Background: an optimization exercise with open tools, aiming at small area. Do not read the settings as production practice.
In this exercise RTL edits were held to simulation tests only and were not proved equivalent to the original.
The clock input has no modelled driver; a real chip could not lean on it and would need a root buffer or a full tree.
Power is estimated from default activity; no workload was simulated.

Setup of run 1:
==> flow/design.v <==
module KeyDebounce (
    input clk,
    input rst_n,
    input key_in,
    output key_pulse
);
localparam [19:0] P  = 20'h55555;
localparam [19:0] S0 = 20'hC1546;   
localparam [19:0] T0 = S0 ^ P;
localparam [19:0] TP = 20'h7FFFF ^ P;
reg [19:0] t;
wire low_ones = (t[18:0] == TP[18:0]);
wire fb = (t[19] ^ t[16]) | low_ones;
always @(posedge clk or negedge rst_n) begin
    if (!rst_n)
        t <= T0;
    else if (key_in)
        t <= T0;
    else
        t <= {~t[18:0], ~fb};
end
assign key_pulse = low_ones & (t[19] == TP[19]);
endmodule
module LcdDriver(
    input pclk,
    input rst_n,
    output hs,
    output vs,
    output act,            
    output [3:0] xq,
    output [5:0] xr,
    output [3:0] yb,
    output [6:0] ylo
);
reg [3:0] q;
reg [5:0] r;
reg       yw;
reg [3:0] yh;
reg [6:0] yl;
wire blk15  = &q;
wire x_wrap = r[5] & r[0] & (blk15 ? (r[3] & r[2]) : r[4]);
wire yh_last = yh[3];                          
wire y_long = yw & (yh[3] | yh[2]);            
wire y_wrap = yl[6] & yl[5] & yl[1] & yl[0] & (~y_long | yl[3]);
always @(posedge pclk or negedge rst_n) begin
    if (!rst_n) begin
        q  <= 4'd15;
        r  <= 6'd39;
        yw <= 1'b1;
        yh <= 4'd8;
        yl <= 7'd101;
    end else if (x_wrap) begin
        r <= 6'd0;
        q <= q + 4'd1;
        if (blk15) begin
            if (y_wrap) begin
                yl <= 7'd0;
                if (yh_last) begin
                    yh <= 4'd0;
                    yw <= ~yw;
                end else begin
                    yh <= yh + 4'd1;
                end
            end else begin
                yl <= yl + 7'd1;
            end
        end
    end else begin
        r <= r + 6'd1;
    end
end
wire tail = blk15 & (r >= 6'd40);
assign hs = ~(blk15 & (r >= 6'd40) & (r <= 6'd42));
wire last_blk = yw & yh_last;
assign vs = ~(last_blk & ((yl == 7'd102) | (yl == 7'd103) |
                          (yl == 7'd104 & ~tail) | (yl == 7'd101 & tail)));
wire x_act = ~blk15;
wire y_act = ~yw | ~(yh[3] | yh[2]) | (yh == 4'd4 & yl < 7'd34);
assign act = x_act & y_act;
assign xq  = q;
assign xr  = r;
assign yb  = yh;
assign ylo = yl;
endmodule
module DisplaySignal(
    input pclk,
    input rst_n,
    input act,
    input [3:0] xq,
    input [5:0] xr,
    input [3:0] yb,
    input [6:0] ylo,
    output [23:0] pixel_data,
    input btn_next_img
);
wire next_img;
KeyDebounce key_debounce (
    .clk(pclk),
    .rst_n(rst_n),
    .key_in(btn_next_img),
    .key_pulse(next_img)
);
reg d1, d2;
reg [1:0] img_id;
always @(posedge pclk or negedge rst_n) begin
    if (!rst_n) begin
        d1 <= 1'b0;
        d2 <= 1'b0;
        img_id <= 2'd0;
    end else begin
        d1 <= next_img;
        d2 <= d1;
        if (d2)
            img_id <= img_id + 2'd1;
    end
end
wire bar_r = (xq <= 4'd2) | (xq >= 4'd9 & xq <= 4'd11);
wire bar_g = (xq >= 4'd3 & xq <= 4'd5) | (xq >= 4'd9 & xq <= 4'd11);
wire bar_b = (xq >= 4'd6 & xq <= 4'd11);
wire line = (~xq[0] & (xr <= 6'd20)) | (ylo <= 7'd20);
wire [4:0] sum = xq[3:1] + yb;
wire [3:0] ci = (sum >= 5'd9) ? sum - 5'd9 : sum;
reg r7, rl, g7, gl, b7, bl;
always @(*) begin
    r7 = 1'b0; rl = 1'b0; g7 = 1'b0; gl = 1'b0; b7 = 1'b0; bl = 1'b0;
    case (img_id)
        2'd0: begin
            r7 = bar_r; rl = bar_r;
            g7 = bar_g; gl = bar_g;
            b7 = bar_b; bl = bar_b;
        end
        2'd1: begin r7 = 1'b1; rl = 1'b1; end
        2'd2: begin g7 = 1'b1; gl = 1'b1; end
        2'd3: if (!line) begin
            case (ci)
                4'd0: begin r7 = 1'b1; rl = 1'b1; end
                4'd1: begin g7 = 1'b1; gl = 1'b1; end
                4'd2: begin b7 = 1'b1; bl = 1'b1; end
                4'd3: begin g7 = 1'b1; gl = 1'b1; b7 = 1'b1; bl = 1'b1; end
                4'd4: begin r7 = 1'b1; rl = 1'b1; b7 = 1'b1; bl = 1'b1; end
                4'd5: begin r7 = 1'b1; rl = 1'b1; g7 = 1'b1; gl = 1'b1; end
                4'd6: rl = 1'b1;
                4'd7: gl = 1'b1;
                4'd8: bl = 1'b1;
                default: ;
            endcase
        end
    endcase
end
assign pixel_data = act ? {r7, {7{rl}}, g7, {7{gl}}, b7, {7{bl}}} : 24'd0;
endmodule
module rgb_fpga(
    input clk,               
    input rst_n,
    output lcd_reset,
    output lcd_bl,
    output vs,
    output hs,
    output den,
    output [23:0] rgb,
    input btn_next_img
);
    assign lcd_reset = 1'b0;  
    assign lcd_bl = 1'b1;     
    wire [3:0] xq;
    wire [5:0] xr;
    wire [3:0] yb;
    wire [6:0] ylo;
    LcdDriver lcd_driver(
        .pclk(clk),
        .rst_n(rst_n),
        .hs(hs),
        .vs(vs),
        .act(den),
        .xq(xq),
        .xr(xr),
        .yb(yb),
        .ylo(ylo)
    );
    DisplaySignal display_signal(
        .pclk(clk),
        .rst_n(rst_n),
        .act(den),
        .xq(xq),
        .xr(xr),
        .yb(yb),
        .ylo(ylo),
        .pixel_data(rgb),
        .btn_next_img(btn_next_img)
    );
endmodule
Settings: LEC_CHECK=0, ABC_AREA=1, CAP_MARGIN=20, CORE_MARGIN=2, CORE_UTILIZATION=50, SLEW_MARGIN=20; clock period 12.0 ns.
standard.sh (not shown) runs the stock make flow with config.mk's settings and CLKGATE_MAP_FILE= SYNTH_SCRIPT=/design/flow/synth_recipe.tcl, a recipe that flattens the netlist after the stock synthesis.
==> flow/flow/run.sh <==
#!/bin/bash
# Own layout flow: the standard ORFS flow with
#  - a stronger ABC area script for the combinational logic (registers are
#    mapped by the standard synthesis steps, unchanged),
#  - the smallest buffer on each input and output port,
#  - CTS without dummy loads and with small clock buffers.
# Each tool's output goes to the ORFS logs under orfs/logs and to the log
# files written here.
set -euo pipefail
W=$(pwd)
F=$W/flow
export MY_ABC_SCRIPT=$F/abc_area.script
make -C "$FLOW_HOME" DESIGN_CONFIG=$W/config.mk WORK_HOME=$W/orfs CLKGATE_MAP_FILE= \
  SYNTH_SCRIPT=$F/synth.tcl POST_CTS_TCL=$F/post_cts.tcl \
  "BUFFER_PORTS_ARGS=-buffer_cell sky130_fd_sc_hd__buf_1" \
  "CTS_ARGS=-sink_clustering_enable -repair_clock_nets -dont_use_dummy_load -buf_list sky130_fd_sc_hd__clkbuf_8" \
  finish > $W/make_finish.log 2>&1
R=$W/orfs/results/$FLOW_PLATFORM/rgb_fpga/base
: # left out here: write the final layout as DEF
==> flow/flow/abc_area.script <==
strash
dc2
balance -l
resub -K 6 -l
rewrite -l
resub -K 6 -N 2 -l
refactor -l
resub -K 8 -l
balance -l
resub -K 8 -N 2 -l
rewrite -l
resub -K 10 -l
rewrite -z -l
resub -K 10 -N 2 -l
balance -l
resub -K 12 -l
refactor -z -l
resub -K 12 -N 2 -l
rewrite -z -l
balance -l
dch -f
amap -m
==> flow/flow/post_cts.tcl <==
set block [ord::get_db_block]
set clk_net [$block findNet clk]
set root ""
foreach it [$clk_net getITerms] {
  if { [$it getIoType] == "INPUT" } { set root [$it getInst] }
}
if { $root == "" } { error "no clock root buffer found" }
set root_net [[$root findITerm X] getNet]
set leaves {}
foreach it [$root_net getITerms] {
  if { [$it getIoType] == "INPUT" } { lappend leaves $it }
}
if { [llength $leaves] > 4 } { error "root drives [llength $leaves] pins" }
foreach it $leaves {
  $it disconnect
  $it connect $clk_net
}
puts "post_cts: removed root [$root getName]; clock port drives [llength $leaves] leaf buffers"
odb::dbInst_destroy $root
odb::dbNet_destroy $root_net
detailed_placement
check_placement -verbose
estimate_parasitics -placement
report_clock_skew
==> flow/flow/synth.tcl <==
# The standard synthesis script, with ABC run on a stronger area script.
proc synth {args} { yosys synth -nofsm -noshare {*}$args }
proc abc {args} {
  set i [lsearch -exact $args -script]
  if { $i >= 0 } { lset args [expr { $i + 1 }] $::env(MY_ABC_SCRIPT) }
  yosys abc {*}$args
}
# Leave adders to ABC rather than mapping them to half and full adder cells.
set ::env(ADDER_MAP_FILE) ""
source $::env(SCRIPTS_DIR)/synth.tcl
# left out here: clear keep_hierarchy, flatten, clean up, hide names made inside functions, write 1_2_yosys.v
Modified inputs, run 2 compared to run 1
diff --git a/flow/flow/post_cts.tcl b/flow/flow/post_cts.tcl
--- a/flow/flow/post_cts.tcl
+++ b/flow/flow/post_cts.tcl
@@ -20,0 +21,20 @@
+# One tie cell drives both constant outputs (conb_1 has a HI and a LO pin).
+set ties {}
+foreach inst [$block getInsts] {
+  if { [[$inst getMaster] getName] == "sky130_fd_sc_hd__conb_1" } { lappend ties $inst }
+}
+if { [llength $ties] == 2 } {
+  set keep [lindex $ties 0]
+  set drop [lindex $ties 1]
+  foreach pin {HI LO} {
+    set dn [[$drop findITerm $pin] getNet]
+    if { $dn != "NULL" } {
+      set kn [[$keep findITerm $pin] getNet]
+      if { $kn != "NULL" } { error "tie cells: both drive $pin" }
+      [$drop findITerm $pin] disconnect
+      [$keep findITerm $pin] connect $dn
+    }
+  }
+  puts "post_cts: merged tie cell [$drop getName] into [$keep getName]"
+  odb::dbInst_destroy $drop
+}
### Flow results
- Re register area: no difference whatsoever between run 1 and run 2.
- From run 1 to run 2 the numbers moved as follows: first-pass GRT wire length now sits higher, number of inserted filler cells in the final layout saw little to no change, core utilization was more or less identical, non-clock buffer instance count of the final layout essentially unchanged.
- In terms of setup slack of the critical path after layout, run 1 and run 2 differ only marginally.
- Diff run 1 -> run 2: sequential cell count essentially unchanged, routed wire length rose by about 1.4%, power about even, combinational power shows an increase of about 1%.
- Re sum of met2 wire segment lengths after detailed routing: run 2 is about 3.5% up on run 1.
The following lists how run 3 was set up differently from run 2:
- CORE_UTILIZATION now 70, was 50
diff --git a/flow/flow/run.sh b/flow/flow/run.sh
--- a/flow/flow/run.sh
+++ b/flow/flow/run.sh
@@ -14 +14 @@
-  SYNTH_SCRIPT=$F/synth.tcl POST_CTS_TCL=$F/post_cts.tcl \
+  SYNTH_SCRIPT=$F/synth.tcl \
==> flow/flow/abc_area.script <==
strash
&get -n
&fraig -x
&put
scorr
dc2
strash
&get -n
&dch -f
&nf -a -R 1000
&put
diff --git a/flow/flow/synth.tcl b/flow/flow/synth.tcl
--- a/flow/flow/synth.tcl
+++ b/flow/flow/synth.tcl
@@ -8,2 +7,0 @@
-# Leave adders to ABC rather than mapping them to half and full adder cells.
-set ::env(ADDER_MAP_FILE) ""
removed: flow/flow/post_cts.tcl
Findings:
Clock skew is lower on run 2. Result: PASS for each of run 3 and run 2. Area used by multi-input combinational logic went up by more than half going from run 2 to run 3. Timing endpoint of the critical path = rgb[23]: run 2; timing endpoint of the critical path = rgb[15]: run 3. Run 3 gives more area added between synthesis and finish than run 2 did. Run comparison: run 2 area-dominant cell class after layout flip-flops and latches; run 3 area-dominant cell class after layout multi-input gates. On worst hold slack after final layout, run 2 tracks run 3 almost exactly. Total die area | run 3 below run 2.
Changes in run 4 relative to run 3:
- CORE_UTILIZATION: 70 -> 50
==> flow/flow/abc_area.script <==
strash
dc2
balance -l
resub -K 6 -l
rewrite -l
resub -K 6 -N 2 -l
refactor -l
resub -K 8 -l
balance -l
resub -K 8 -N 2 -l
rewrite -l
resub -K 10 -l
rewrite -z -l
resub -K 10 -N 2 -l
balance -l
resub -K 12 -l
refactor -z -l
resub -K 12 -N 2 -l
rewrite -z -l
balance -l
dch -f
amap -m
diff --git a/flow/flow/synth.tcl b/flow/flow/synth.tcl
--- a/flow/flow/synth.tcl
+++ b/flow/flow/synth.tcl
@@ -7,0 +8,2 @@
+# Leave adders to ABC rather than mapping them to half and full adder cells.
+set ::env(ADDER_MAP_FILE) ""
Delta (run 4 minus run 3): final wirelength decreased by 450 µm relative to the old numbers; total power closely matched the old numbers; number of placement rows increased by about 9% relative to the old numbers; routed wirelength normalized by instance count decreased by 7.0% relative to the old numbers. Comparing final worst slack for run 3 and run 4, the bigger number came from run 4.
[inputs] run 5 vs run 4
- swapping 50 for 70 in CORE_UTILIZATION
diff --git a/flow/flow/run.sh b/flow/flow/run.sh
--- a/flow/flow/run.sh
+++ b/flow/flow/run.sh
@@ -16 +16 @@
-  "CTS_ARGS=-sink_clustering_enable -repair_clock_nets -dont_use_dummy_load -buf_list sky130_fd_sc_hd__clkbuf_8" \
+  "CTS_ARGS=-sink_clustering_enable -repair_clock_nets -dont_use_dummy_load -buf_list sky130_fd_sc_hd__clkbuf_16 -sink_clustering_size 50 -sink_clustering_max_diameter 1000" \
==> flow/flow/abc_area.script <==
strash
&get -n
&fraig -x
&put
scorr
dc2
strash
&get -n
&dch -f
&nf -a -R 1000
&put
diff --git a/flow/flow/synth.tcl b/flow/flow/synth.tcl
--- a/flow/flow/synth.tcl
+++ b/flow/flow/synth.tcl
@@ -8,2 +7,0 @@
-# Leave adders to ABC rather than mapping them to half and full adder cells.
-set ::env(ADDER_MAP_FILE) ""
==> summary.txt <==
Run 5 vs. run 4: ratio of total power to cell area went down; worst-margin pin slew shows a reduction of 0.043 ns; power went up by 0.040 mW.
NOTE: worst reg2reg path depth in run 5 falls short of that of run 4
Delta(post-layout utilization of the core, run 5 - run 4) > 0
Compared with run 4, in run 5 wire length of the first global-routing pass up 810 µm, worst setup slack has decreased.
Relative to run 4, fmax decreased by about 2.7% in run 5.
No stage failed in run 5, and the final checks on the layout all came back clean.
Looking only at share of the clock period used by the worst path after layout, and setting everything else aside, the lower value of run 4 and run 5 goes to run 4.
The stage delay of the slowest cell on the critical path was comparable across run 4 and run 5.

==> static timing again, ports no longer ideal <==
No port has a modelled driver above. Below, the same layouts with a new extraction and two added sets of constraints.
Step 1 (the two cells are an assumption about what drives the block):
set clk [get_ports {clk}]
set_driving_cell -lib_cell sky130_fd_sc_hd__clkbuf_16 $clk
set_driving_cell -lib_cell sky130_fd_sc_hd__buf_2 [delete_from_list [all_inputs] $clk]
Step 2 also shifts input and output timing later by t, the mid clock arrival at the registers, as if the neighbouring blocks saw the same clock.
Three values: ideal, step 1, step 2; two values: the first two.
| run | t (ns) | setup slack, ns | worst register clock-pin slew, ns |
|---|---|---|---|
| run 1 | 0.186 | 6.102 / 6.051 / 6.237 | 0.08 / 0.08 |
| run 2 | 0.186 | 6.100 / 6.049 / 6.236 | 0.08 / 0.08 |
| run 3 | 0.318 | 5.751 / 5.723 / 6.040 | 0.09 / 0.09 |
| run 4 | 0.314 | 5.957 / 5.931 / 6.245 | 0.08 / 0.08 |
| run 5 | 0.308 | 5.787 / 5.756 / 6.064 | 0.06 / 0.06 |
After both steps setup and hold are still met in every run listed.
